Background: an optimization exercise with open tools, aiming at small area, a short achievable clock period and few clock cycles per item. Do not read the settings as production practice.
The RTL was checked by simulation tests, not by an equivalence proof against the original design.

--- flow/config.mk ---
export PLATFORM = sky130hd
export DESIGN_NAME = keccak
export DESIGN_NICKNAME = keccak
export VERILOG_FILES = /design/flow/design.v
export SDC_FILE = /design/flow/constraint.sdc
export NUM_CORES = 8
export LEC_CHECK = 0
export CAP_MARGIN = 35
export CORE_MARGIN = 2
export CORE_UTILIZATION = 35
export CTS_CLUSTER_DIAMETER = 100
export CTS_CLUSTER_SIZE = 20
export GPL_ROUTABILITY_DRIVEN = 0
export PLACE_DENSITY = 0.5
export SLEW_MARGIN = 35
export SYNTH_HIERARCHICAL = 1
--- flow/constraint.sdc ---
create_clock -name core_clock -period 10.0 [get_ports {clk}]
set_input_delay 2.0000 -clock core_clock [delete_from_list [all_inputs] [get_ports {clk}]]
set_output_delay 2.0000 -clock core_clock [all_outputs]
set_load 0.01 [all_outputs]
--- flow/flow/run.sh ---
#!/bin/bash
# Own layout flow: the standard flow (standard.sh) with these changes:
#  1. after the standard synthesis, every combinational cell is set to its
#     smallest drive strength (downsize.tcl); the repair steps size up what
#     timing, slew and capacitance need;
#  2. the repair steps aim at a setup slack margin (SETUP_MARGIN below);
#  3. the port buffers are plain buffers (buf_1) instead of delay cells;
#     the repair steps size up the ones timing needs.
# Each tool's output goes to a log file of its own in this folder.
set -euo pipefail
HERE=$(pwd)
SETUP_MARGIN=${SETUP_MARGIN:-6.3}
PORT_BUF=${PORT_BUF:-sky130_fd_sc_hd__buf_1}
R=$HERE/orfs/results/$FLOW_PLATFORM/keccak/base

bash standard.sh synth > log_1_synth.txt 2>&1

ODB_IN=$R/1_synth.odb ODB_OUT=$R/1_synth.odb \
  openroad -no_init -exit flow/downsize.tcl > log_1b_downsize.txt 2>&1

bash standard.sh SETUP_SLACK_MARGIN=$SETUP_MARGIN \
  "BUFFER_PORTS_ARGS=-buffer_cell $PORT_BUF" finish > log_2_layout.txt 2>&1
--- flow/design.v ---
module kc_andn (b, c, y);
  input  [63:0] b, c;
  output [63:0] y;
  assign y = ~b & c;
endmodule
module kc_and (s, w, y);
  input         s;
  input  [63:0] w;
  output [63:0] y;
  assign y = {64{s}} & w;
endmodule
module kc_xor (a, b, y);
  input  [63:0] a, b;
  output [63:0] y;
  assign y = a ^ b;
endmodule
module kc_upd (perm, keep, r, q, d);
  input         perm, keep;
  input  [63:0] r, q;
  output [63:0] d;
  assign d = ({64{perm}} & r) | ({64{keep}} & q);
endmodule
module keccak (clk, reset, in, in_ready, is_last, byte_num, buffer_full, out, out_ready);
  input              clk, reset;
  input      [63:0]  in;
  input              in_ready, is_last;
  input      [2:0]   byte_num;
  output reg         buffer_full;
  output     [511:0] out;
  output reg         out_ready;
  reg  [63:0] st [0:24];       
  reg  [8:0]  ptr;             
  reg  [4:0]  rnd;             
  reg         perm;            
  reg         last;            
  reg  [24:0] perm_l;          
  reg  [24:0] keep_l;          
  reg         rst_r;           
  wire end_blk = in_ready & (is_last | ptr[8]) & ~buffer_full;
  wire end_prm = perm & (rnd == 5'd23);
  wire perm_nx = ~reset & (perm ? ~end_prm : end_blk);
  always @(posedge clk) begin
    perm_l <= {25{perm_nx}};
    keep_l <= {{16{~reset & ~perm_nx}}, ~perm_nx, {7{~reset & ~perm_nx}}, ~perm_nx};
    rst_r <= reset;
  end
  always @(posedge clk)
    if (reset) begin
      ptr <= 9'd1;
      rnd <= 0;
      perm <= 0;
      last <= 0;
      buffer_full <= 0;
      out_ready <= 0;
    end else begin
      perm <= perm_nx;
      if (perm) begin
        rnd <= end_prm ? 5'd0 : rnd + 1'b1;
        if (end_prm) begin
          if (last)
            out_ready <= 1;
          else begin
            buffer_full <= 0;
            ptr <= 9'd1;
          end
        end
      end else if (in_ready & ~buffer_full) begin
        if (is_last | ptr[8]) begin
          ptr <= 0;
          buffer_full <= 1;
          last <= is_last;
        end else
          ptr <= {ptr[7:0], 1'b0};
      end
    end
  wire [63:0] w_sw;
  reg  [63:0] w_pad;
  genvar gi;
  generate
    for (gi = 0; gi < 8; gi = gi + 1) begin : SW
      assign w_sw[8*gi +: 8] = in[63-8*gi -: 8];
    end
  endgenerate
  integer k;
  always @(*) begin
    for (k = 0; k < 8; k = k + 1)
      if (~is_last || k < byte_num)
        w_pad[8*k +: 8] = w_sw[8*k +: 8];
      else if (k == byte_num)
        w_pad[8*k +: 8] = 8'h06;
      else
        w_pad[8*k +: 8] = 8'h00;
  end
  wire [63:0] w8 = ({64{ptr[8]}} & w_pad) ^ {is_last, 63'd0};
  wire [8:0]  sel = {in_ready & (ptr[8] | (is_last & ~buffer_full)), ptr[7:0] & {8{in_ready}}};
  function integer rotc(input integer i);
    case (i)
       0: rotc =  0;  1: rotc =  1;  2: rotc = 62;  3: rotc = 28;  4: rotc = 27;
       5: rotc = 36;  6: rotc = 44;  7: rotc =  6;  8: rotc = 55;  9: rotc = 20;
      10: rotc =  3; 11: rotc = 10; 12: rotc = 43; 13: rotc = 25; 14: rotc = 39;
      15: rotc = 41; 16: rotc = 45; 17: rotc = 15; 18: rotc = 21; 19: rotc =  8;
      20: rotc = 18; 21: rotc =  2; 22: rotc = 61; 23: rotc = 56; default: rotc = 14;
    endcase
  endfunction
  wire [63:0] c [0:4];
  wire [63:0] d [0:4];
  wire [63:0] th [0:24];
  wire [63:0] b [0:24];
  wire [63:0] ch [0:24];
  wire [63:0] ro [0:24];
  wire [63:0] nx [0:24];
  reg  [63:0] rc;
  genvar x, y;
  generate
    for (x = 0; x < 5; x = x + 1) begin : TC
      wire [63:0] p01, p23, p234;
      kc_xor x01 (st[x], st[x+5], p01);
      kc_xor x23 (st[x+10], st[x+15], p23);
      kc_xor x234 (p23, st[x+20], p234);
      kc_xor xc (p01, p234, c[x]);
    end
    for (x = 0; x < 5; x = x + 1) begin : TD
      kc_xor dx (c[(x+4)%5], {c[(x+1)%5][62:0], c[(x+1)%5][63]}, d[x]);
    end
    for (y = 0; y < 5; y = y + 1) begin : RY
      for (x = 0; x < 5; x = x + 1) begin : RX
        kc_xor tx (st[x+5*y], d[x], th[x+5*y]);
        if (rotc(x+5*y) == 0) begin : R0
          assign b[y+5*((2*x+3*y)%5)] = th[x+5*y];
        end else begin : RN
          assign b[y+5*((2*x+3*y)%5)] =
            {th[x+5*y][63-rotc(x+5*y):0], th[x+5*y][63:64-rotc(x+5*y)]};
        end
      end
    end
    for (y = 0; y < 5; y = y + 1) begin : CY
      for (x = 0; x < 5; x = x + 1) begin : CX
        wire [63:0] an;
        kc_andn ax (b[(x+1)%5+5*y], b[(x+2)%5+5*y], an);
        if (x == 0 && y == 0) begin : I0
          wire [63:0] bi = b[0] ^ rc;   
          kc_xor cx (bi, an, ch[0]);
        end else begin : IN
          kc_xor cx (b[x+5*y], an, ch[x+5*y]);
        end
        assign ro[x+5*y] = ch[x+5*y];
      end
    end
  endgenerate
  always @(*) begin
    case (rnd)
       0: rc = 64'h0000000000000001;  1: rc = 64'h0000000000008082;
       2: rc = 64'h800000000000808A;  3: rc = 64'h8000000080008000;
       4: rc = 64'h000000000000808B;  5: rc = 64'h0000000080000001;
       6: rc = 64'h8000000080008081;  7: rc = 64'h8000000000008009;
       8: rc = 64'h000000000000008A;  9: rc = 64'h0000000000000088;
      10: rc = 64'h0000000080008009; 11: rc = 64'h000000008000000A;
      12: rc = 64'h000000008000808B; 13: rc = 64'h800000000000008B;
      14: rc = 64'h8000000000008089; 15: rc = 64'h8000000000008003;
      16: rc = 64'h8000000000008002; 17: rc = 64'h8000000000000080;
      18: rc = 64'h000000000000800A; 19: rc = 64'h800000008000000A;
      20: rc = 64'h8000000080008081; 21: rc = 64'h8000000000008080;
      22: rc = 64'h0000000080000001; 23: rc = 64'h8000000080008008;
      default: rc = 64'd0;
    endcase
  end
  generate
    for (gi = 0; gi < 25; gi = gi + 1) begin : ST
      if (gi == 0 || gi == 8) begin : R0
        wire [63:0] qm, m, xw;
        kc_and a0 (~rst_r, st[gi], qm);
        kc_and a (sel[gi], gi == 8 ? w8 : w_pad, m);
        kc_xor xi (qm, m, xw);
        kc_upd u (perm_l[gi], keep_l[gi], ro[gi], xw, nx[gi]);
      end else if (gi < 9) begin : RT
        wire [63:0] m, xw;
        kc_and a (sel[gi], gi == 8 ? w8 : w_pad, m);
        kc_xor xi (st[gi], m, xw);
        kc_upd u (perm_l[gi], keep_l[gi], ro[gi], xw, nx[gi]);
      end else begin : CP
        kc_upd u (perm_l[gi], keep_l[gi], ro[gi], st[gi], nx[gi]);
      end
      always @(posedge clk)
        st[gi] <= nx[gi];
    end
  endgenerate
  generate
    for (gi = 0; gi < 64; gi = gi + 1) begin : OUT
      assign out[511-8*gi -: 8] = st[gi/8][8*(gi%8) +: 8];
    end
  endgenerate
endmodule
--- flow/standard.sh ---
#!/bin/bash
# synth_recipe.tcl (not shown) runs the flow's synth.tcl, then flattens the netlist and writes it again
# the make line also repeats each setting of config.mk as NAME=value (left out here)
make -C /OpenROAD-flow-scripts/flow DESIGN_CONFIG=/design/flow/config.mk WORK_HOME=/design/flow/orfs CLKGATE_MAP_FILE= SYNTH_SCRIPT=/design/flow/synth_recipe.tcl "${@:-finish}"
--- flow/flow/downsize.tcl ---
# Set every combinational cell of the synthesized netlist to the smallest
# drive strength of its function; the later repair steps size up what the
# timing and slew limits need. Registers, ties and taps are left alone.
read_db $::env(ODB_IN)
set db [ord::get_db]
set block [ord::get_db_block]
set dont_use [list]
if {[info exists ::env(DONT_USE_CELLS)]} { set dont_use $::env(DONT_USE_CELLS) }
set n 0
set saved 0.0
foreach inst [$block getInsts] {
  set m [$inst getMaster]
  set name [$m getName]
  if {![regexp {^(sky130_fd_sc_hd__)([a-z0-9]+)_([0-9]+)$} $name -> pfx base sz]} { continue }
  if {[regexp {^(df|edf|sdf|sedf|dl|conb|tap|decap|fill|diode|clk)} $base]} { continue }
  foreach s {0 1 2} {
    if {$s >= $sz} { break }
    set cand "${pfx}${base}_${s}"
    if {[lsearch -exact $dont_use $cand] >= 0} { continue }
    set cm [$db findMaster $cand]
    if {$cm == "NULL" || $cm == ""} { continue }
    set saved [expr {$saved + ([$m getWidth] - [$cm getWidth]) * [$m getHeight] / 1e6}]
    $inst swapMaster $cm
    incr n
    break
  }
}
puts "downsize: swapped $n instances, area saved [format %.1f $saved] um^2"
write_db $::env(ODB_OUT)
==> notes.md, run 1 <==
- The run finished with no timing, DRC or antenna violations.
- The netlist area before placement is 112000 um2.
- The TritonCTS clock tree is done.
- The number of pins exceeding their max-slew limit in the final report is 0.
- STA classifies the critical path startpoint as a register.
- The longest clock path from root to sink contains 4 buffers.
- The number of endpoints with negative hold slack in the final report is 0.
- The synthesized area per cell is 9.58 um2.
- The worst slew slack as a fraction of its limit is 15.9%.
- The worst clock skew is 53.0 ps.
- In the final design database the tool counted 12.5k nets.
- Cells fill 42.0% of the core in the end.
- The number of max-cap violations is 0.
- The number of antenna violations at the first check in global routing is 127.
- The highest clock frequency the design can meet is 252 MHz.
- The overall die width is 569 um.
- The startpoint of the worst-slack reg-to-reg timing path is st[19][57].
- The first detailed-routing pass ran for 8 iterations.
- The average routed wire per standard cell is 45.9 um.
- The clock drives 1629 sinks.
- Fill cells in the final layout number 31.1k.
- Summed over all layers, the routed wires come to 770000 um.
- The category of the critical setup timing path is reg -> reg.
- The floorplan step defined a die boundary enclosing 324000 um2.
- The top cell types in the final layout, fill and taps aside, are xor2_1, nor2b_1, a22o_1.
- At the worst endpoint, the arrival time is 4880 ps.
- After clock tree synthesis, the clock-pin slew on the worst setup and hold paths is 100 ps.
- The global-route congestion overflow total is 0.
- The warning count from the yosys run is 9.
- Global routing consumed, over all layers together, 45.6% of the routing resources.
- The post-route clock period utilization is 39.7%.
- The number of instances in the synthesized netlist is 11.7k.
- The startpoint of the worst hold path is ptr[6].
- The fraction of final layout cells with drive strength greater than 1 is 13.4%.
- The maximum number of pins on one net before global-route repair is 178.
- Setup repair after global routing could not meet its margin everywhere.
- After detailed routing, the number of vias per cell comes to 5.96.
- Along the worst path, the maximum fanout reaches 5.
- The placement row count is 207.
- The starting density of the core is 35.2%.
- In this run, post-CTS hold repair placed 0 buffers.
- The post-route minimum period is 3970 ps.
- After detailed routing, the number of remaining DRC violations is 0.
- The later-pin clock latency in the skew report is 980 ps.
- The number of clock buffers inserted by TritonCTS is 112.
- The count of nets left with antenna violations once routing finished came out at 0.
- The height of the chip is 569 um.
- The most frequent standard cell in the layout excluding fill and tap cells is xor2_1.
- The top-level port count is 585.
- Detailed placement ended at an HPWL of 644000 um.
- At the pin with the least slew margin, the transition time is 1260 ps.
- The detailed router placed 100k vias in this run.
- Setup total negative slack on the finished layout was measured at 0 ps.
- The quantity of I/O buffers inserted on ports is 584.
- The number of global-route vias before repair was 90.6k.
- The detailed router finished its first iteration with 16.0k violations.
- The type of destination of the critical path is a register.
- The number of H-tree branching levels is 3.
- The timing startpoint of the critical path is st[19][57].
- STA puts the critical path data required time at 10910 ps.
- The type of the tightest min-delay check is reg -> reg.
- In this run the clock root is driven by a clkbuf_16.
- The post-synthesis net count is 11.7k.
- From synthesis to final layout, the design area changed by 19.6%.
- The final setup violation count is 0.
- The core footprint is 318000 um2.
- The first-pass GRT wire length is 962000 um.
## worst max-delay path, cell delays in order (launching register included)
cell	delay (ps)
dfxtp_1	450
xor2_1	290
xor2_1	350
xor2_1	440
xor2_1	820
xor2_1	860
nor2b_1	250
xor2_1	260
a22o_1	180
## sequential cells by signal, summed over array words and instances (netlist names)
| name | cells |
|---|---|
| st | 1600 |
| keep_l | 2 |
| out_ready | 1 |
| perm_l | 1 |
| buffer_full | 1 |
| last | 1 |
| rnd | 5 |
| perm | 1 |
| rst_r | 1 |
| rc | 7 |
| ptr | 9 |
## cell type report
| cell class | count | area [um2] | share of cell area (%) |
|---|---|---|---|
| multi-input cells | 9581 | 84800 | 63.4 |
| flip-flops and latches | 1629 | 33000 | 24.7 |
| repair buffers | 1107 | 6560 | 4.91 |
| well taps | 4180 | 5230 | 3.91 |
| clock buffers | 126 | 2960 | 2.21 |
| clock inverters | 57 | 875 | 0.654 |
| diodes | 83 | 208 | 0.155 |
| inverters | 12 | 50.0 | 0.0375 |
## final timing paths
kind | end | slack [ps] | cells after the start
worst min-delay path | ptr[6] | 480 | 2
worst min register to register | ptr[6] | 480 | 2
worst max-delay path | st[10][19] | 6030 | 8
worst max register to register | st[10][19] | 6030 | 8
## metrics by stage
stage	setup slack (ps)	hold slack [ps]	instance area [um2]	instances
floorplan	6320	441	112000	11700
global placement	4560	455	124000	16500
detailed placement	4770	461	128000	16500
CTS	6260	479	132000	16700
global route	6270	500	133000	16700
finish	6030	481	134000	16800
## repair_timing
item / in CTS / in global routing
buffers inserted: 0 / 0
gates resized for setup: 326 / 37
endpoints found under the setup margin: 439 / 128
## routing by layer
| metal | GRT usage, % | routed length (um) |
|---|---|---|
| met1 | 49.0 | 260000 |
| met2 | 59.9 | 287000 |
| met3 | 26.6 | 124000 |
| met4 | 47.2 | 98600 |
| met5 | 0.416 | 478 |
Testbench counts, summed over its fixed seeds: cycles 5,495, bytes 9,368.
==> inputs of run 2 (changes only) <==
--- a/flow/flow/run.sh
+++ b/flow/flow/run.sh
@@ -19,4 +19,5 @@
   openroad -no_init -exit flow/downsize.tcl > log_1b_downsize.txt 2>&1
 
 bash standard.sh SETUP_SLACK_MARGIN=$SETUP_MARGIN \
-  "BUFFER_PORTS_ARGS=-buffer_cell $PORT_BUF" finish > log_2_layout.txt 2>&1
+  "BUFFER_PORTS_ARGS=-buffer_cell $PORT_BUF" \
+  "GLOBAL_PLACEMENT_ARGS=-timing_driven_net_weight_max 2.5 -timing_driven_nets_percentage 70 -timing_driven_net_reweight_overflow {79 64 49 29 21 15}" finish > log_2_layout.txt 2>&1
==> run 2 against run 1 <==
  * Count of clock-buffer cells in the layout rose by 5
  * Register-to-register slack improved by 60 ps
  * Highest routed layer unchanged
  * Worst setup slack improved by 58 ps
  * Maximum frequency is 1.5% higher
  * Sequential share of layout area up 0.41 points
  * Worst hold slack gained 7.2 ps
  * Critical path depth fell by 2
  * Non-clock buffer count rose by 127
==> notes.md, run 2 <==
- The number of max-cap violations is 0.
- The area of all placed cells without fillers is 131000 um2.
- The count of buffers added by post-CTS timing repair for setup is 0.
- In the routed layout, each cell is associated on average with a via count of 5.84.
- Among cell families on the critical path, the largest total delay comes from XOR/XNOR gates.
- The register clock-pin slew on the reported worst setup and hold paths is 100 ps.
- The first global-routing pass estimated 953000 um of wire.
- The slowest cell on the critical path is xor2_1.
- The post-route clock period utilization is 39.1%.
- Counting flops per register, the top entry is st.
- The worst clock skew is 57.4 ps.
- The global-route total usage across every layer is 45.2%.
- The number of clock buffers inserted by TritonCTS is 113.
- The type of the tightest min-delay check is reg -> reg.
- Setup violations remaining at the end of the flow were counted as 0.
- The TritonCTS clock tree is done.
- The longest clock path from root to sink contains 4 buffers.
- The floorplan die area is 324000 um2.
- Buffers inserted to repair hold after CTS numbered 0.
- The number of flip-flops under the largest register name is 1600.
- The floorplan has 207 rows.
- The placed standard-cell area is 126000 um2.
- In this run the worst path has a maximum fanout of 5.
- Once detailed placement completed, the half-perimeter wirelength came to 641000 um.
- The warning count from the yosys run is 9.
- Once routing completed, OpenROAD measured the worst setup slack at 6090 ps.
- The worst flop-to-flop path endpoint is st[15][50].
- The sequential cells in the finished layout cover a total of 32900 um2.
- Headroom to the max-slew limit came out at 18.8%.
- The worst setup path is launched from a register.
- The number of global-route vias before repair is 90.1k.
- In this run the vertical extent of the chip is 569 um.
- The number of antenna violations at the first check in global routing was 114.
- Once layout is complete, the utilization of the core stands at 41.3%.
- The setup path with the least slack is of type reg -> reg.
- The number of endpoints with negative hold slack in the final report was 0.
- Synthesis produced a netlist with a net count of 11.7k.
- The clock drives 1629 sinks.
- The flow ran to the end and the layout has no timing, DRC or antenna violations.
- The net count reported at finish is 12.7k.
- The number of H-tree branching levels is 3.
- In the routed design, unresolved DRC markers number 0.
- The pre-CTS setup slack is 5200 ps.
- The worst hold path passes through 2 cells.
- In this run, the number of DRC markers left after iteration 0 of detailed routing was 15.0k.
- Together, buffers and inverters on the worst path number 0.
- The slew of the pin with the lowest slew margin is 1220 ps.
- Derived from the worst setup path, the maximum achievable clock frequency is 256 MHz.
- In this design, the critical path's most frequently occurring cell is xor2_1.
- The global-route congestion overflow total is 0.
- The number of pins exceeding their max-slew limit in the final report was 0.
- In the layout the commonest cells are xor2_1, nor2b_1, a22o_1.
- The library cell used most frequently in the layout, excluding fill and tap cells, is xor2_1.
- The top-level port count is 585.
- Summing every instance area after synthesis gives 112000 um2.
- The worst reg-to-reg setup slack is 6090 ps.
- The accumulated negative setup slack is 0 ps.
- The relative area change from synthesis to final layout is 17.4%.
- The number of iterations in the first detailed-routing pass is 6.
- The total area inside the core boundary comes to 318000 um2.
- The post-route netlist has 12.2% of its cells at a drive strength greater than 1.
- For the worst-skew pair, the clock arrives at the later sink with an insertion delay of 940 ps.
- Counting every instance in the synthesized netlist gives 11.7k.
- The tree is rooted in a clkbuf_16.
- The remaining number of nets flagged by the antenna check after routing is 0.
- The quantity of I/O buffers inserted on ports is 584.
- Summed over all layers, the routed wires come to 761000 um.
- The multi-input combinational cells in the finished layout cover a total of 81500 um2.
- The die is 569 um wide.
- The startpoint of the worst hold path is ptr[2].
- Setup repair after global routing left no endpoint under its margin.
- For the finished layout, the period the worst path requires is 3910 ps.
- The arrival time of the worst setup path is 4790 ps.
- Entering global routing, the biggest net connects 184 pins.
- The filler cells instantiated in the layout total 31.4k.
- Dividing the detail-routed wire length by the instance count gives 44.9 um.
- For this run, the slowest stage of the critical path takes 750 ps.
- The starting density of the core is 35.2%.
- The via count is 98.8k.
- The critical path required time is 10880 ps.
- The depth of the worst register-to-register path is 6.
- The signal on the critical path passes through xor2_1, xor2_1, xor2_1, xor2_1, xor2_1, a22o_1.
- The type of destination of the critical path is a register.
- The worst register-to-register path begins at st[5][22].
- Averaged over all synthesized cells, the footprint is 9.58 um2.
- The sink of the worst hold path is ptr[2].
-- run 2: timing repair --
action	in CTS	in global routing
gates resized for setup	289	16
endpoints found under the setup margin	276	32
gates cloned	0	0
-- run 2: routing by layer --
layer,global-route usage (%),vias up,share of wire (%)
met3,25.5,1907,15
met4,45.5,28,12
met1,49.2,50100,35
met2,59.5,6952,37
li1,-,39900,-
met5,0.922,-,0.077
-- run 2: worst max-delay path by stage --
stage	from	to	slack, ps	depth (start not counted)
after floorplan	byte_num[1]	st[5][0]	6320	8
after global placement	byte_num[1]	st[8][1]	5060	9
after detailed placement	byte_num[1]	st[8][9]	5200	10
after CTS	st[4][2]	out[250]	6160	1
after global routing	st[14][21]	st[17][14]	6300	8
final	st[5][22]	st[15][50]	6090	6
-- run 2: area by class of cell --
class                   instances  share of cell area [%]
diodes                         98                   0.187
clock buffers                 131                    2.32
clock inverters                62                   0.614
inverters                      12                  0.0362
multi-input cells            9581                    62.1
flip-flops and latches       1629                    25.1
well taps                    4180                    3.99
repair buffers               1234                    5.66
-- run 2: per-stage QoR --
step / std cells / hold slack, ps
finish: 16900 / 488
global route: 16800 / 495
CTS: 16800 / 488
detailed placement: 16600 / 474
global placement: 16600 / 466
floorplan: 11700 / 441
-- run 2: worst register-to-register path: cells and delay by family (launching register included) --
kind                      cells  cell delay (ps)
AOI/OAI and AO/OA             1              240
xor gates and xnor gates      5             3190
DFF                           1              420
==> inputs of run 3 (changes only) <==
--- a/flow/flow/run.sh
+++ b/flow/flow/run.sh
@@ -20,4 +20,4 @@
 
 bash standard.sh SETUP_SLACK_MARGIN=$SETUP_MARGIN \
   "BUFFER_PORTS_ARGS=-buffer_cell $PORT_BUF" \
-  "GLOBAL_PLACEMENT_ARGS=-timing_driven_net_weight_max 2.5 -timing_driven_nets_percentage 70 -timing_driven_net_reweight_overflow {79 64 49 29 21 15}" finish > log_2_layout.txt 2>&1
+  "GLOBAL_PLACEMENT_ARGS=-timing_driven_net_weight_max 3 -timing_driven_nets_percentage 50 -timing_driven_net_reweight_overflow {79 64 49 29 21 15}" finish > log_2_layout.txt 2>&1
==> run 3 against run 2 <==
  * Sequential share of layout area barely moved
  * Critical path depth rose by 2
  * Worst hold slack got worse by 9.5 ps
==> notes.md, run 3 <==
- The fraction of final layout cells with drive strength greater than 1 is 12.3%.
- Setup repair after global routing could not meet its margin everywhere.
- The quantity of I/O buffers inserted on ports is 584.
- The first global-routing pass estimated 953000 um of wire.
- The register clock-pin slew on the reported worst setup and hold paths is 90 ps.
- The placement row count is 207.
- The number of pins exceeding their max-slew limit in the final report came to 0.
- The final route contains 99.8k vias.
- For this block, the initial DRC count from the detailed router was 15.8k.
- The later-pin clock latency in the skew report is 970 ps.
- The total wire length after detailed routing is 765000 um.
- The accumulated negative setup slack is 0 ps.
- The type of destination of the critical path is a register.
- The number of global-route vias before repair came to 89.9k.
- In this run the horizontal extent of the chip is 569 um.
- The flow ran to the end and the layout has no timing, DRC or antenna violations.
- The critical path's largest stage delay is 910 ps.
- The initial utilization of the core area, before any placement, comes to 35.2%.
- The global-route congestion overflow total is 0.
- The die covers 324000 um2.
- The relative area change from synthesis to final layout is 17.3%.
- The warning count from the yosys run is 9.
- After detailed routing, the number of remaining DRC violations is 0.
- The critical path goes through xor2_1, xor2_1, xor2_1, xor2_2, xor2_2, nor2b_1, xor2_1, a22o_1.
- The critical path is of the reg -> reg type.
- The global-route total usage across every layer is 45.3%.
- In the synthesized netlist, the number of instances is 11.7k.
- The most used cell along the critical path is xor2_1.
- In this run the vertical extent of the chip is 569 um.
- The synthesized area per cell is 9.58 um2.
- The highest clock frequency the design can meet is 255 MHz.
- The worst slew slack as a fraction of its limit is 18.5%.
- The worst setup path is launched from a register.
- The post-route clock period utilization is 39.1%.
- After detailed routing, the average wire length per cell comes to 45.2 um.
- The slew of the pin with the lowest slew margin is 1220 ps.
- The number of buffers on the longest clock path is 4.
- The number of endpoints with negative hold slack in the final report is 0.
- The number of clock buffers inserted by TritonCTS is 111.
- Before antenna repair, the detailed router went through 8 iterations.
- The number of flip-flops under the largest register name is 1600.
- In the layout the commonest cells are xor2_1, nor2b_1, a22o_1.
- For the worst setup path, the data required time is 10830 ps.
- Entering global routing, the biggest net connects 198 pins.
- The number of H-tree branching levels is 3.
- The post-route minimum period is 3910 ps.
- The clock sink count is 1629.
- The root buffer cell is clkbuf_16.
- The core footprint is 318000 um2.
- The register containing the most flip-flops in the final layout is st.
- The detail-routed via count per cell is 5.90.
- The maximum fanout encountered on the critical timing path is 5.
- The post-synthesis net count is 11.7k.
- Setup violations remaining at the end of the flow were counted as 0.
- The sum of net half-perimeters after detailed placement is 643000 um.
- The net count reported at finish is 12.6k.
- After synthesis the cells add up to 112000 um2.
- The slowest cell on the critical path is xor2_2.
- The arrival time of the worst setup path is 4750 ps.
- Clock skew on the completed layout was measured at 61.2 ps.
- The most frequent standard cell in the layout excluding fill and tap cells is xor2_1.
- The worst hold slack is 478 ps.
- TritonCTS built the clock tree.
- The number of max-cap violations is 0.
- The number of antenna violations at the first check in global routing was 129.
- 585 I/O pins were placed.
- The type of the tightest min-delay check is reg -> reg.
- The remaining number of nets flagged by the antenna check after routing is 0.
[run 3: worst paths after layout]
path	to	depth (start not counted)	start	slack [ps]
setup / recovery	st[22][14]	8	st[16][36]	6090
hold / removal	ptr[4]	2	ptr[4]	480
setup reg to reg	st[22][14]	8	st[16][36]	6090
hold reg to reg	ptr[4]	2	ptr[4]	480
[run 3: through the flow]
step / instances / utilization [%] / instance area [um2] / worst slack [ps]
2_1_floorplan: 11700 / - / 112000 / 6320
3_3_place_gp: 16600 / 38.9 / 123000 / 5110
3_5_place_dp: 16600 / 39.7 / 126000 / 5150
4_1_cts: 16800 / 41.0 / 130000 / 6160
5_1_grt: 16800 / 41.2 / 131000 / 6280
6_report: 16900 / 41.3 / 131000 / 6090
[run 3: layout make-up]
type | count | area [um2]
Antenna cell | 98 | 245
Tap cell | 4180 | 5230
Multi-Input combinational cell | 9581 | 81800
Timing Repair Buffer | 1230 | 7390
Sequential cell | 1629 | 32900
Clock inverter | 57 | 608
Inverter | 12 | 47.5
Clock buffer | 124 | 2910
Fill cell | 31300 | 187000
[run 3: repair_timing]
action | CTS | global route
setup endpoints to repair | 357 | 122
buffers inserted | 0 | 1
resized for setup | 297 | 18
hold buffers | 0 | 0
endpoints found under the hold margin | 0 | 0
[run 3: metal layers]
metal / global-route usage (%) / vias up / part of all wire [%] / wire length, um
met4: 45.5 / 40 / 12 / 94600
met2: 59.8 / 7542 / 37 / 287000
met3: 25.3 / 1951 / 16 / 120000
met1: 49.4 / 50400 / 34 / 262000
li1: - / 39800 / - / -
met5: 1.92 / - / 0.15 / 1150
[run 3: worst max-delay path, delay by kind of cell (launching register included)]
kind	cells	cell delay, ps
compound gates	1	290
xor+xnor	6	2930
simple gates	1	140
flops	1	440
==> inputs of run 4 (changes only) <==
--- a/flow/flow/run.sh
+++ b/flow/flow/run.sh
@@ -5,7 +5,9 @@
 #     timing, slew and capacitance need;
 #  2. the repair steps aim at a setup slack margin (SETUP_MARGIN below);
 #  3. the port buffers are plain buffers (buf_1) instead of delay cells;
-#     the repair steps size up the ones timing needs.
+#     the repair steps size up the ones timing needs;
+#  4. timing-driven global placement weights more nets (half of them, up to
+#     3x) and re-weights them more often (at more overflow levels).
 # Each tool's output goes to a log file of its own in this folder.
 set -euo pipefail
 HERE=$(pwd)
==> run 4 against run 3 <==
  * Wire length did not move
  * Highest routed layer unchanged
  * Non-clock buffer count did not move
  * Critical path depth did not move
  * Final cell count did not move
  * Via count did not move
  * Die area did not move
  * Critical endpoint unchanged
  * Still clean
  * Worst setup slack did not move
==> notes.md, run 4 <==
- Synthesis produced a netlist whose cell count is 11.7k.
- The fraction of final layout cells with drive strength greater than 1 is 12.3%.
- The register clock-pin slew on the reported worst setup and hold paths is 90 ps.
- In this run the tightest slew margin relative to its limit is 18.5%.
- Counting instances, the worst hold path has a depth of 2.
- The overall die width is 569 um.
- The number of antenna violations at the first check in global routing is 129.
- The TritonCTS clock tree is done.
- The placement row count is 207.
- The arrival time of the worst setup path is 4750 ps.
- The root buffer cell is clkbuf_16.
- Measured on the finished design, the core utilization comes to 41.3%.
- The warning count from the yosys run is 9.
- The worst reg-to-reg setup slack is 6090 ps.
- The worst flop-to-flop path endpoint is st[22][14].
- The run finished with no timing, DRC or antenna violations.
- The register containing the most flip-flops in the final layout is st.
- Detailed placement finished with a half-perimeter wire length of 643000 um.
- The core footprint is 318000 um2.
- Global routing consumed, over all layers together, 45.3% of the routing resources.
- The number of pins exceeding their max-slew limit in the final report is 0.
- The number of global-route vias before repair is 89.9k.
- For this run, design rule violations remaining after detail routing come to 0.
- Dividing the final minimum period by the clock period gives 39.1%.
- The library cell used most frequently in the layout, excluding fill and tap cells, is xor2_1.
- Setup repair after global routing could not meet its margin everywhere.
- The floorplan die area is 324000 um2.
- The number of H-tree branching levels is 3.
- The clock passes through at most 4 buffers.
- The post-cts hold buffer count is 0.
- Summed over all failing endpoints, the final setup total negative slack is 0 ps.
- The quantity of I/O buffers inserted on ports is 584.
- STA puts the critical path data required time at 10830 ps.
- The kind of start point of the critical path is a register.
- The number of endpoints with negative hold slack in the final report is 0.
- The top cell types in the final layout, fill and taps aside, are xor2_1, nor2b_1, a22o_1.
- The first global-routing pass estimated 953000 um of wire.
- The average routed wire per standard cell is 45.2 um.
- Wires add up to 765000 um.
- Setup violations remaining at the end of the flow were counted as 0.
- The finished cells cover 131000 um2.
- At the later pin of the worst-skew pair, clock insertion delay measures 970 ps.
- The highest clock frequency the design can meet is 255 MHz.
- When the netlist entered floorplanning its net count stood at 11.7k.
- The slew of the pin with the lowest slew margin is 1220 ps.
- The startpoint of the worst-slack reg-to-reg timing path is st[16][36].
- The netlist area before placement is 112000 um2.
- The category of the critical setup timing path is reg -> reg.
- The maximum number of pins on one net before global-route repair is 198.
- The first detailed-routing pass took 8 iterations.
- For hold timing, the worst endpoint is ptr[4].
- The maximum fanout encountered on the critical timing path is 5.
- For the worst flop-to-flop path, the logic depth is 8.
- The type of the tightest min-delay check is reg -> reg.
- The worst setup path is captured at a register.
- In this run the remaining antenna-violating nets after routing total 0.
- The clock sink count is 1629.
- The worst hold path begins at ptr[4].
- Summing all placed instances gives a cell area of 126000 um2.
- The global-route congestion overflow total is 0.
- The register with the most flip-flops in the layout has 1600 of them.
- The clock arrives with 61.2 ps of skew.
- From synthesis to final layout, the design area changed by 17.3%.
- The top-level port count is 585.
- The tool flagged a number of max-cap violations equal to 0.
- For this block, the via count after detailed routing is 99.8k.
- After detailed routing, the number of vias per cell comes to 5.90.
- The height of the chip is 569 um.
- Once the floorplan was initialized, standard cells occupied 35.2% of the core.
- After layout, the minimum clock period comes to 3910 ps.
- For this block, the initial DRC count from the detailed router was 15.8k.
- The number of clock buffers inserted by TritonCTS is 111.
- After the last flow step, the layout net total stands at 12.6k.
- A synthesized cell averages 9.58 um2.
- Tracing the worst setup path back leads to its startpoint at st[16][36].
## run 4: final cells by class
| cell class | instances | area (um2) |
|---|---|---|
| sequential | 1629 | 32900 |
| fill | 31300 | 187000 |
| clock buffer | 124 | 2910 |
| inverter | 12 | 47.5 |
| clock inverter | 57 | 608 |
| timing repair buffer | 1230 | 7390 |
| multi-input combinational | 9581 | 81800 |
| tap | 4180 | 5230 |
| antenna | 98 | 245 |
## run 4: layer usage
layer / global-route usage [%] / routed length, um / up-vias / share of wire [%]
met5: 1.92 / 1150 / - / 0.15
met4: 45.5 / 94600 / 40 / 12
met3: 25.3 / 120000 / 1951 / 16
met2: 59.8 / 287000 / 7542 / 37
met1: 49.4 / 262000 / 50400 / 34
li1: - / - / 39800 / -
## run 4: how the worst max path moves through the flow
stage,endpoint,depth (start not counted)
after floorplan,st[5][0],8
after global placement,st[8][9],11
after detailed placement,st[8][9],11
after CTS,out[314],1
after global routing,st[8][1],9
final,st[22][14],8
## run 4: critical path: stages (launching register included)
cell     delay, ps
dfxtp_1        440
xor2_1         490
xor2_1         230
xor2_1         430
xor2_2         640
xor2_2         910
nor2b_1        140
xor2_1         230
a22o_1         290
## run 4: stage by stage
| step | setup slack, ps | hold WS, ps | instances |
|---|---|---|---|
| after floorplan | 6320 | 441 | 11700 |
| after global placement | 5110 | 461 | 16600 |
| after detailed placement | 5150 | 468 | 16600 |
| after CTS | 6160 | 480 | 16800 |
| after global routing | 6280 | 501 | 16800 |
| final | 6090 | 478 | 16900 |
## run 4: repair_timing
action | in CTS | in global routing
resized for setup | 297 | 18
buffers inserted | 0 | 1
setup endpoints to repair | 357 | 122
==> inputs of run 5 (changes only) <==
--- a/flow/flow/run.sh
+++ b/flow/flow/run.sh
@@ -22,4 +22,4 @@
 
 bash standard.sh SETUP_SLACK_MARGIN=$SETUP_MARGIN \
   "BUFFER_PORTS_ARGS=-buffer_cell $PORT_BUF" \
-  "GLOBAL_PLACEMENT_ARGS=-timing_driven_net_weight_max 3 -timing_driven_nets_percentage 50 -timing_driven_net_reweight_overflow {79 64 49 29 21 15}" finish > log_2_layout.txt 2>&1
+  "GLOBAL_PLACEMENT_ARGS=-timing_driven_net_weight_max 3 -timing_driven_nets_percentage 50 -timing_driven_net_reweight_overflow {79 70 64 56 49 40 29 21 15 10}" finish > log_2_layout.txt 2>&1
==> run 5 against run 4 <==
  * Sequential share of layout area increased by 0.28 points
  * Highest routed layer unchanged
  * Largest cell class unchanged
  * Worst hold slack improved by 16 ps
  * Global-route usage grew 0.098 points
  * Critical path depth is 1 lower
  * Via count is 0.38% higher
  * First-iteration DRC count down 1.7%
  * Non-clock buffer count increased by 106
  * Register-to-register slack about the same
  * Core utilization down 0.43 points
  * Die area stayed put
  * Final cell count up 0.71%
==> notes.md, run 5 <==
- The fraction of final layout cells with drive strength greater than 1 is 11.8%.
- The most frequent standard cell in the layout excluding fill and tap cells is xor2_1.
- Cells fill 40.8% of the core in the end.
- The starting density of the core is 35.2%.
- The violation count after the first detailed-routing iteration is 15.5k.
- Across the routed clock network, the largest skew measured is 63.5 ps.
- The synthesized area per cell is 9.58 um2.
- The cell family contributing the most delay on the critical path is XOR/XNOR gates.
- The initialized floorplan defines 207 standard-cell rows.
- For the pin with the worst max-slew slack, the measured transition is 1270 ps.
- The height of the chip is 569 um.
- Headroom to the max-slew limit came out at 15.4%.
- The top-level port count is 585.
- Global routing finished with a remaining overflow of 0.
- The floorplan die area is 324000 um2.
- The detailed router placed 100k vias in this run.
- In this run the remaining antenna-violating nets after routing total 0.
- From left edge to right edge, the die measures 569 um.
- The worst setup path is launched from a register.
- The netlist area before placement is 112000 um2.
- Counting both buffers and inverters, the worst setup path holds a total of 0.
- The average routed wire per standard cell is 45.0 um.
- The worst path needs 3920 ps of the cycle, external delays included.
- The quantity of I/O buffers inserted on ports is 584.
- In the final design database the tool counted 12.8k nets.
- The critical path goes through xor2_1, xor2_1, xor2_1, xor2_1, xor2_1, xor2_1, a22o_1.
- In this run the standard cell core region covers 318000 um2.
- The number of antenna violations at the first check in global routing is 129.
- Clock tree synthesis inserted a total of 111 buffers.
- The critical path required time is 10860 ps.
- The number of max-cap violations is 0.
- After routing, the total negative slack on setup checks comes to 0 ps.
- The total wire length after detailed routing is 766000 um.
- For this run, the number of Yosys warnings is 9.
- The first-pass GRT wire length is 957000 um.
- No sink is reached through more buffers than the 4 on the longest clock path.
- Before antenna repair, the detailed router went through 6 iterations.
- The run finished with no timing, DRC or antenna violations.
- The TritonCTS clock tree is done.
- Of all nets on the critical path, the largest fanout is 5.
- The number of pins exceeding their max-slew limit in the final report was 0.
- The category of the critical setup timing path is reg -> reg.
- The area growth from synthesis to layout is 16.1%.
- The top cell types in the final layout, fill and taps aside, are xor2_1, nor2b_1, a22o_1.
- The clock sink count is 1629.
- The type of the tightest min-delay check is reg -> reg.
- The final routed DRC violation total is 0.
- The arrival time of the worst setup path is 4780 ps.
- The number of instances in the synthesized netlist is 11.7k.
- The number of global-route vias before repair is 90.4k.
- Entering global routing, the biggest net connects 178 pins.
- The number of nets handed over by synthesis was 11.7k.
- The post-route clock period utilization is 39.2%.
- Setup repair after global routing could not meet its margin everywhere.
- The worst setup path is captured at a register.
- In this design, the stage delay of the slowest critical-path cell is 960 ps.
- The register with the most flip-flops in the layout has 1600 of them.
- The global-route total usage across every layer is 45.4%.
- The post-cts hold buffer count is 0.
- Clock latency on the worst-skew pair, taken at its later pin, is 990 ps.
- Counting stages on the worst path, the most repeated cell is xor2_1.
- Counting flops per register, the top entry is st.
- The detail-routed via count per cell is 5.88.
- Setup violations remaining at the end of the flow were counted as 0.
- The number of H-tree branching levels is 3.
- The highest clock frequency the design can meet is 255 MHz.
- The number of endpoints with negative hold slack in the final report is 0.
- The slowest cell on the critical path is xor2_1.
- The root buffer cell is clkbuf_16.
- The sum of net half-perimeters after detailed placement is 642000 um.
- After clock tree synthesis, the clock-pin slew on the worst setup and hold paths is 100 ps.
==> run 5: what timing repair did <==
| item | in CTS | in global routing |
|---|---|---|
| setup endpoints to repair | 261 | 97 |
| resized for setup | 242 | 93 |
| setup buffers | 0 | 2 |
| gates cloned | 0 | 0 |
==> run 5: layout make-up <==
| cell class | instances | area, um2 |
|---|---|---|
| clock inverter | 52 | 553 |
| tap | 4180 | 5230 |
| fill | 31600 | 188000 |
| clock buffer | 132 | 2990 |
| sequential | 1629 | 33000 |
| multi-input combinational | 9581 | 79500 |
| timing repair buffer | 1336 | 8190 |
| inverter | 12 | 47.5 |
| antenna | 109 | 273 |
==> run 5: path summary, 6_finish.rpt <==
check / end / cells past startpoint / slack (ps) / start
setup / recovery: st[15][45] / 7 / 6080 / st[13][18]
hold / removal: ptr[3] / 2 / 490 / ptr[3]
setup reg to reg: st[15][45] / 7 / 6080 / st[13][18]
hold reg to reg: ptr[3] / 2 / 490 / ptr[3]
==> run 5: metrics by stage <==
stage	std cells	hold WS [ps]	area (um2)	setup slack, ps
after floorplan	11700	441	112000	6320
after global placement	16700	462	123000	5080
after detailed placement	16700	481	125000	5100
after CTS	16900	496	129000	6180
after global routing	16900	510	130000	6260
final	17000	494	130000	6080
==> run 5: metal layers <==
layer / up-vias / GRT usage (%) / part of all wire (%)
li1: 40200 / - / -
met1: 50400 / 49.8 / 35
met2: 7466 / 59.8 / 37
met3: 2076 / 25.4 / 15
met4: 40 / 45.2 / 12
met5: - / 0.997 / 0.086
==> run 5: worst register-to-register path: stages, from the launching register on <==
cell and delay, ps:
dfxtp_1 410, xor2_1 430, xor2_1 230, xor2_1 320, xor2_1 760, xor2_1 960, xor2_1 350, a22o_1 340
==> inputs of run 6 (changes only) <==
--- a/flow/flow/run.sh
+++ b/flow/flow/run.sh
@@ -22,4 +22,4 @@
 
 bash standard.sh SETUP_SLACK_MARGIN=$SETUP_MARGIN \
   "BUFFER_PORTS_ARGS=-buffer_cell $PORT_BUF" \
-  "GLOBAL_PLACEMENT_ARGS=-timing_driven_net_weight_max 3 -timing_driven_nets_percentage 50 -timing_driven_net_reweight_overflow {79 70 64 56 49 40 29 21 15 10}" finish > log_2_layout.txt 2>&1
+  "GLOBAL_PLACEMENT_ARGS=-timing_driven_net_weight_max 3 -timing_driven_nets_percentage 70 -timing_driven_net_reweight_overflow {79 70 64 56 49 40 29 21 15 10}" finish > log_2_layout.txt 2>&1
==> run 6 against run 5 <==
  * Cell area is essentially flat
  * Critical path type unchanged
  * Register-to-register slack gained 70 ps
  * Non-clock buffer count shrank 29
  * Die area is the same
  * Still clean on timing, DRC and antenna
  * Maximum frequency grew 1.8%
  * Highest routed layer unchanged
==> notes.md, run 6 <==
- In this run the number of H-tree levels came out at 3.
- The height of the chip is 569 um.
- The largest individual stage delay along the critical path comes from the cell xor2_1.
- The post-route clock period utilization is 38.5%.
- The maximum fanout encountered on the critical timing path is 5.
- The maximum number of pins on one net before global-route repair is 187.
- The count of buffering cells on the critical path with inverters included is 0.
- The number of antenna violations at the first check in global routing is 138.
- The floorplan step defined a die boundary enclosing 324000 um2.
- The first-pass GRT wire length is 958000 um.
- The via count is 99.9k.
- The min-delay analysis places its worst path in the category reg -> reg.
- The tree is rooted in a clkbuf_16.
- For the worst flop-to-flop path, the logic depth is 7.
- The average routed wire per standard cell is 45.1 um.
- Clock skew on the completed layout was measured at 85.6 ps.
- The top-level port count is 585.
- Relative to the synthesized area, the layout overhead comes to 16.1%.
- The fraction of final layout cells with drive strength greater than 1 is 11.9%.
- The worst reg-to-reg setup slack is 6150 ps.
- Setup violations remaining at the end of the flow were counted as 0.
- The net count reported at finish is 12.7k.
- In this run the core area contains 207 standard-cell rows.
- The number of iterations in the first detailed-routing pass is 8.
- The most used cell along the critical path is xor2_1.
- The highest clock frequency the design can meet is 260 MHz.
- Clock-pin slew was measured on the worst setup and hold paths at 100 ps.
- Among cell families on the critical path, the largest total delay comes from XOR/XNOR gates.
- The number of flip-flops under the largest register name is 1600.
- The number of instances in the synthesized netlist is 11.7k.
- The number of endpoints with negative hold slack in the final report is 0.
- The type of destination of the critical path is a register.
- Traced cell by cell, the critical path runs through xor2_1, xor2_1, xor2_1, xor2_1, nor2b_1, xor2_1, a22o_1.
- The run finished with no timing, DRC or antenna violations.
- The HPWL after detailed placement is 645000 um.
- The TritonCTS clock tree is done.
- The floorplan step set the die width to 569 um.
- The worst hold slack is 462 ps.
- The largest single stage delay on the critical path is 960 ps.
- Leaving out fill and tap cells, the most frequent cells in the layout are xor2_1, nor2b_1, a22o_1.
- For this configuration, the core starts out at a cell density of 35.2%.
- The cell area that synthesis handed to floorplanning was 112000 um2.
- The worst hold path passes through 2 cells.
- The worst setup path is launched from a register.
- In this run, the number of DRC markers left after iteration 0 of detailed routing was 15.4k.
- Clock tree synthesis inserted a total of 114 buffers.
- The remaining number of nets flagged by the antenna check after routing is 0.
- The category of the critical setup timing path is reg -> reg.
- The number of gates on the worst path with buffers counted is 7.
- The worst path needs 3850 ps of the cycle, external delays included.
- The register containing the most flip-flops in the final layout is st.
- The warning count from the yosys run is 9.
- The number of pins exceeding their max-slew limit in the final report is 0.
- At the pin with the least slew margin, the transition time is 1180 ps.
- The total overflow left after global routing is 0.
- The later-pin clock latency in the skew report is 980 ps.
- The post-cts hold buffer count is 0.
- After detailed routing, the number of remaining DRC violations is 0.
- The worst register-to-register path begins at st[5][51].
- The post-synthesis net count is 11.7k.
- The number of global-route vias before repair is 90.6k.
- The worst flop-to-flop path endpoint is st[16][61].
- The arrival time of the worst setup path is 4680 ps.
- The number of max-cap violations is 0.
- Setup repair after global routing could not meet its margin everywhere.
- The worst slew slack as a fraction of its limit is 21.3%.
- The core footprint is 318000 um2.
- The most frequent standard cell in the layout excluding fill and tap cells is xor2_1.
- The number of buffers on the longest clock path is 4.
- The worst hold path terminates at ptr[8].
- In this run the tool buffered the top-level ports with 584 buffer cells.
- After detailed routing, the total wire length is 768000 um.
- The startpoint of the worst hold path is ptr[7].
- Dividing the detail-routed via count by the number of cells gives 5.88.
- Counting every sink on the clock net gives 1629.
- The average instance in the mapped netlist occupies 9.58 um2.
- The accumulated negative setup slack is 0 ps.
- The critical path required time is 10830 ps.
- The global-route total usage across every layer is 45.5%.
[run 6: final cells by class]
class / instances / area (um2)
diodes: 103 / 258
clock buffers: 128 / 3000
clock inverters: 61 / 769
fillers: 31500 / 188000
inverters: 12 / 47.5
multi-input cells: 9581 / 79500
flip-flops and latches: 1629 / 32900
well taps: 4180 / 5230
repair buffers: 1307 / 7990
[run 6: layer usage]
metal	share of wire (%)	wire length [um]	vias to the layer above	track usage (%)
met4	12	93000	52	44.4
met1	35	265000	50400	49.7
met5	0.27	2100	-	2.04
met2	38	289000	7353	60.6
met3	15	118000	1961	25.5
li1	-	-	40100	-
[run 6: repair_timing]
item	CTS	global route
resized for setup	338	19
setup buffers	0	0
pin swaps	0	0
endpoints found under the setup margin	379	23
[run 6: how the worst max path moves through the flow]
stage | slack, ps | to | startpoint
floorplan | 6320 | st[5][0] | byte_num[1]
global placement | 4980 | st[8][39] | is_last
detailed placement | 4950 | st[8][43] | is_last
CTS | 6300 | out[454] | st[0][62]
global route | 6260 | st[9][43] | st[14][14]
finish | 6150 | st[16][61] | st[5][51]
[run 6: worst register-to-register path: stages (launching register included)]
cell and delay, ps:
dfxtp_1 430, xor2_1 670, xor2_1 440, xor2_1 550, xor2_1 960, nor2b_1 160, xor2_1 230, a22o_1 260
[run 6: per-stage QoR]
stage	worst slack [ps]	instances	instance area, um2	utilization (%)
2_1_floorplan	6320	11700	112000	-
3_3_place_gp	4980	16700	123000	38.8
3_5_place_dp	4950	16700	125000	39.3
4_1_cts	6300	16900	129000	40.6
5_1_grt	6260	16900	130000	40.8
6_report	6150	17000	130000	40.8
==> inputs of run 7 (changes only) <==
--- a/flow/flow/run.sh
+++ b/flow/flow/run.sh
@@ -6,7 +6,7 @@
 #  2. the repair steps aim at a setup slack margin (SETUP_MARGIN below);
 #  3. the port buffers are plain buffers (buf_1) instead of delay cells;
 #     the repair steps size up the ones timing needs;
-#  4. timing-driven global placement weights more nets (half of them, up to
+#  4. timing-driven global placement weights more nets (70% of them, up to
 #     3x) and re-weights them more often (at more overflow levels).
 # Each tool's output goes to a log file of its own in this folder.
 set -euo pipefail
==> run 7 against run 6 <==
  * Sequential cell count stayed put
  * Maximum frequency unchanged
  * Largest cell class unchanged
==> notes.md, run 7 <==
- The run finished with no timing, DRC or antenna violations.
- For the worst setup path, the data arrival time is 4680 ps.
- After detailed routing, the number of remaining DRC violations is 0.
- Setup repair after global routing could not meet its margin everywhere.
- In this run the core area contains 207 standard-cell rows.
- Relative to the synthesized area, the layout overhead comes to 16.1%.
- The first-pass GRT wire length is 958000 um.
- The later-pin clock latency in the skew report is 980 ps.
- The number of endpoints with negative hold slack in the final report was 0.
- The global-route congestion overflow total is 0.
- The post-route minimum period is 3850 ps.
- Counting every sink on the clock net gives 1629.
- The average routed wire per standard cell is 45.1 um.
- In the final layout, the share of cells above drive strength 1 is 11.9%.
- The netlist area before placement is 112000 um2.
- The worst register-to-register path begins at st[5][51].
- The core region is 318000 um2.
- Headroom to the max-slew limit came out at 21.3%.
- Prior to clock tree synthesis, the placed netlist has a worst setup slack of 4950 ps.
- The HPWL after detailed placement is 645000 um.
- The number of clock buffers inserted by TritonCTS is 114.
- After layout, the worst path uses 38.5% of the clock period.
- Once the floorplan was initialized, standard cells occupied 35.2% of the core.
- Leaving out fill and tap cells, the most frequent cell in the layout is xor2_1.
- Entering global routing, the biggest net connects 187 pins.
- The number of iterations in the first detailed-routing pass is 8.
- The net count reported at finish is 12.7k.
- The accumulated negative setup slack is 0 ps.
- The type of destination of the critical path is a register.
- Clock-pin slew was measured on the worst setup and hold paths at 100 ps.
- The worst setup path is of the reg -> reg kind.
- Summed over all layers, the routed wires come to 768000 um.
- From left edge to right edge, the die measures 569 um.
- The most used cell along the critical path is xor2_1.
- The final setup violation count is 0.
- The number of pins exceeding their max-slew limit in the final report is 0.
- For this design, the slowest cell found on the critical path is xor2_1.
- In this run the tool buffered the top-level ports with 584 buffer cells.
- The via count is 99.9k.
- The register with the most flip-flops in the layout has 1600 of them.
- For this design the top-level I/O count stands at 585.
- The path class of the tightest hold or removal check is reg -> reg.
- The number of global-route vias before repair was 90.6k.
- In this run the most critical hold path is launched from ptr[7].
- After synthesis, the mean cell area works out to 9.58 um2.
- Once layout is complete, the utilization of the core stands at 40.8%.
- The TritonCTS clock tree is done.
- The register containing the most flip-flops in the final layout is st.
- The Yosys step of the flow raised 9 warnings.
- The worst setup path is launched from a register.
- Setup slack closes at 6150 ps.
- The placed standard-cell area is 125000 um2.
- The worst hold slack is 462 ps.
- The remaining number of nets flagged by the antenna check after routing is 0.
- For this block, the initial DRC count from the detailed router was 15.4k.
- The top cell types in the final layout, fill and taps aside, are xor2_1, nor2b_1, a22o_1.
- After detailed routing, the number of vias per cell comes to 5.88.
- The number of placed instances, taps included, is 16.7k.
- In this run the post-CTS setup repair buffer count came out at 0.
- The tree is rooted in a clkbuf_16.
- The largest single stage delay on the critical path is 960 ps.
- The critical path required time is 10830 ps.
- The floorplan die area is 324000 um2.
- The number of instances in the synthesized netlist is 11.7k.
- The critical path starts at st[5][51].
- The number of buffers on the longest clock path is 4.
- Traced cell by cell, the critical path runs through xor2_1, xor2_1, xor2_1, xor2_1, nor2b_1, xor2_1, a22o_1.
- The area of all placed cells without fillers is 130000 um2.
- The number of H-tree branching levels is 3.
- Across all register-to-register paths, the minimum setup slack is 6150 ps.
- Excluding fillers, the count of instances in the completed layout stands at 17.0k.
- Synthesis produced a netlist with a net count of 11.7k.
- The height of the chip is 569 um.
- Derived from the worst setup path, the maximum achievable clock frequency is 260 MHz.
- The maximum fanout encountered on the critical timing path is 5.
- Clock skew on the completed layout was measured at 85.6 ps.
- Across every metal layer, demand over resource in global routing totals 45.5%.
- The number of antenna violations at the first check in global routing was 138.
- The tool flagged a number of max-cap violations equal to 0.
- The slew of the pin with the lowest slew margin is 1180 ps.
==> run 7: timing repair <==
item / in CTS / in global routing
cloned: 0 / 0
setup endpoints to repair: 379 / 23
hold buffers: 0 / 0
pin swaps: 0 / 0
gates resized for setup: 338 / 19
==> run 7: path summary, 6_finish.rpt <==
kind | end | cells after the start
max | st[16][61] | 7
min | ptr[8] | 2
max reg2reg | st[16][61] | 7
min reg2reg | ptr[8] | 2
==> run 7: layer usage <==
layer / global-route usage [%] / share of wire (%) / vias to the layer above
li1: - / - / 40100
met1: 49.7 / 35 / 50400
met2: 60.6 / 38 / 7353
met3: 25.5 / 15 / 1961
met4: 44.4 / 12 / 52
met5: 2.04 / 0.27 / -
==> run 7: cell type report <==
class                      count  area [um2]
timing repair buffer        1307        7990
sequential                  1629       32900
clock inverter                61         769
inverter                      12        47.5
antenna                      103         258
clock buffer                 128        3000
tap                         4180        5230
fill                       31500      188000
multi-input combinational   9581       79500
==> run 7: worst max-delay path, delay by kind of cell (launching register included) <==
family	cells	cell delay [ps]
AND/OR/NAND/NOR	1	140
AO/OA/AOI/OAI	1	260
flip-flops	1	430
XOR/XNOR	5	2840
==> inputs of run 8 (changes only) <==
--- a/flow/flow/run.sh
+++ b/flow/flow/run.sh
@@ -11,7 +11,7 @@
 # Each tool's output goes to a log file of its own in this folder.
 set -euo pipefail
 HERE=$(pwd)
-SETUP_MARGIN=${SETUP_MARGIN:-6.3}
+SETUP_MARGIN=${SETUP_MARGIN:-6.45}
 PORT_BUF=${PORT_BUF:-sky130_fd_sc_hd__buf_1}
 R=$HERE/orfs/results/$FLOW_PLATFORM/keccak/base
 
==> run 8 against run 7 <==
  * Count of clock-buffer cells in the layout grew 2
  * Wire length grew 1.1%
  * Worst hold slack gained 45 ps
  * Register-to-register slack lost 20 ps
  * First-iteration DRC count grew 1.7%
  * Maximum frequency shrank 0.63%
  * Synthesized cell count is the same
  * Final cell count grew 0.53%
  * Non-clock buffer count grew 97
  * Cell area grew 2.5%
  * Core utilization grew 1.0 points
  * Critical path type unchanged
  * Critical endpoint is now st[19][4]
  * Largest cell class unchanged
  * Highest routed layer unchanged
==> notes.md, run 8 <==
- Once routing completed, OpenROAD measured the worst setup slack at 6130 ps.
- Leaving out fill and tap cells, the most frequent cells in the layout are xor2_1, nor2b_1, a22o_1.
- The violation count after the first detailed-routing iteration is 15.7k.
- During placement, the flow inserted port buffers numbering 584.
- The core footprint is 318000 um2.
- The worst flop-to-flop path endpoint is st[19][4].
- Setup repair after global routing could not meet its margin everywhere.
- For the worst setup path, the data arrival time is 4740 ps.
- The post-cts hold buffer count is 0.
- Summed over all layers, the routed wires come to 776000 um.
- The sink of the worst hold path is out_ready.
- The worst hold slack is 506 ps.
- The clock tree synthesis step divided the H-tree into 3 levels.
- The startpoint of the worst hold path is out_ready.
- The count of nets left with antenna violations once routing finished came out at 0.
- The first-pass GRT wire length is 969000 um.
- The number of cells on the worst reg-to-reg path is 7.
- Relative to the synthesized area, the layout overhead comes to 19.0%.
- The register clock-pin slew on the reported worst setup and hold paths is 90 ps.
- The most numerous cell type found on the critical path is xor2_1.
- TritonCTS built the clock tree.
- After detailed routing, the average wire length per cell comes to 45.4 um.
- The register with the most flip-flops in the final layout is st.
- The type of the tightest min-delay check is reg -> reg.
- The number of clock buffers inserted by TritonCTS is 112.
- The kind of start point of the critical path is a register.
- The overall die width is 569 um.
- The sum of net half-perimeters after detailed placement is 645000 um.
- The category of the critical setup timing path is reg -> reg.
- In this run the tightest slew margin relative to its limit is 15.0%.
- The worst setup path is captured at a register.
- Yosys printed 9 warnings.
- Dividing the synthesized area by the synthesized cell count gives 9.58 um2.
- The highest clock frequency the design can meet is 258 MHz.
- The most frequent standard cell in the layout excluding fill and tap cells is xor2_1.
- The number of iterations in the first detailed-routing pass is 9.
- The critical path required time is 10870 ps.
- Along the worst path, the maximum fanout reaches 5.
- The worst register-to-register path has a setup slack of 6130 ps.
- Entering global routing, the biggest net connects 199 pins.
- The number of global-route vias before repair was 90.4k.
- The number of endpoints with negative hold slack in the final report is 0.
- The clock sink count is 1629.
- Adding up every negative setup slack in the final design gives 0 ps.
- The clock arrives with 82.7 ps of skew.
- The post-route clock period utilization is 38.7%.
- The number of pins exceeding their max-slew limit in the final report is 0.
- The number of buffers on the longest clock path is 4.
- The floorplan die area is 324000 um2.
- The largest individual stage delay along the critical path comes from the cell xor2_1.
- The register with the most flip-flops in the layout has 1600 of them.
- The number of instances in the synthesized netlist is 11.7k.
- The flow ran to the end and the layout has no timing, DRC or antenna violations.
- The global-route total usage across every layer is 46.1%.
- The root buffer cell is clkbuf_16.
- The final routed DRC violation total is 0.
- The slew of the pin with the lowest slew margin is 1270 ps.
- In the final layout, the share of cells above drive strength 1 is 17.3%.
- The tool flagged a number of max-cap violations equal to 0.
- The placement row count is 207.
- The die is 569 um tall.
- The starting density of the core is 35.2%.
- In this run the critical register-to-register path is launched from st[0][40].
- The post-synthesis net count is 11.7k.
- The critical path goes through xor2_1, xor2_1, xor2_1, xor2_1, nor2b_1, xor2_1, a22o_1.
- The net count of the finished layout is 12.8k.
- The final setup violation count is 0.
- The top-level port count is 585.
- Together, buffers and inverters on the worst path number 0.
- OpenSTA, run right after detailed placement, puts the worst setup slack at 5020 ps.
- The detail-routed via count per cell is 5.88.
- The worst path needs 3870 ps of the cycle, external delays included.
- In this design, the stage delay of the slowest critical-path cell is 920 ps.
- The cell depth of the worst hold path is 2.
- In this run the worst setup path begins at st[0][40].
- The later-pin clock latency in the skew report is 1000 ps.
- The netlist area before placement is 112000 um2.
- After global routing the overflow that remains totals 0.
- The via count is 100k.
- Grouping stages by cell kind, the critical path spends the most delay in XOR/XNOR gates.
- The number of antenna violations at the first check in global routing is 97.
run 8: changes by cell type in the layout (fill, tap and decap cells not counted), moves of 10 or more:
| cell | delta |
|---|---|
| xor2_4 | +12 |
| dfxtp_2 | -44 |
| buf_2 | +175 |
| dfxtp_4 | +319 |
| buf_6 | +46 |
| clkbuf_2 | +13 |
| buf_1 | -281 |
| buf_4 | +127 |
| xor2_2 | +30 |
| and2_4 | +10 |
| xor2_1 | -42 |
| dfxtp_1 | -275 |
run 8: through the flow:
stage | utilization [%] | instance area [um2] | std cells
floorplan | - | 112000 | 11700
global placement | 38.8 | 123000 | 16700
detailed placement | 39.3 | 125000 | 16700
CTS | 41.5 | 132000 | 17000
global route | 41.8 | 133000 | 17000
finish | 41.8 | 133000 | 17100
run 8: worst max-delay path by stage:
stage,to,cells after the start
finish,st[19][4],7
detailed placement,st[8][10],10
CTS,out[250],1
floorplan,st[5][0],8
global route,st[11][11],8
global placement,st[8][10],11
run 8: layer usage:
layer / track usage, % / share of wire, % / up-vias
met1: 50.7 / 34 / 50700
met3: 27.2 / 17 / 1829
met2: 59.0 / 36 / 7610
li1: - / - / 40300
met4: 47.0 / 13 / 28
met5: 0.610 / 0.059 / -
run 8: area by class of cell:
type | count | area, um2
fillers | 31400 | 185000
clock buffers | 130 | 2980
well taps | 4180 | 5230
multi-input cells | 9581 | 80000
inverters | 12 | 47.5
diodes | 95 | 238
flip-flops and latches | 1629 | 34100
clock inverters | 60 | 783
repair buffers | 1404 | 9590
run 8: what timing repair did:
item	CTS	global route
buffers inserted	104	20
resized for setup	1317	103
endpoints found under the setup margin	837	193
run 8: worst min-delay path, delay by kind of cell, from the launching register on:
family          cells  cell delay, ps
flops               1             350
simple gates        1              70
compound gates      1              50

[what the ideal ports hide]
How much do the figures lean on ideal ports? The routed layouts below were timed once more, with nothing changed but the port constraints. Step 1: set_driving_cell puts a clkbuf_16 on clk and a buf_2 on each other input, an assumption about the parent block. Step 2 adds t to the input delays and takes it off the output delays; t is the mean of the earliest and latest rising clock arrival at the registers after step 1. Input paths then give back, and output paths get back, about the clock's delay inside the block. Slacks: ideal ports / drivers / drivers and shift; pairs: ideal ports / drivers.
run | t, ns | setup WS [ns] | worst setup path after step 2 | slew at the worst register clock pin (ns)
run 1 | 1.052 | 6.031 / 6.031 / 5.230 | input to register | 0.10 / 0.10
run 2 | 1.020 | 6.089 / 6.089 / 5.364 | input to register | 0.10 / 0.10
run 3 | 1.041 | 6.085 / 6.085 / 5.278 | input to register | 0.10 / 0.10
run 4 | 1.041 | 6.085 / 6.085 / 5.278 | input to register | 0.10 / 0.10
run 5 | 1.081 | 6.082 / 6.082 / 5.313 | input to register | 0.10 / 0.10
run 6 | 1.064 | 6.153 / 6.153 / 5.312 | input to register | 0.11 / 0.11
run 7 | 1.064 | 6.153 / 6.153 / 5.312 | input to register | 0.11 / 0.11
run 8 | 1.077 | 6.128 / 6.128 / 5.436 | input to register | 0.10 / 0.10
After both steps setup and hold are still met in every run listed.
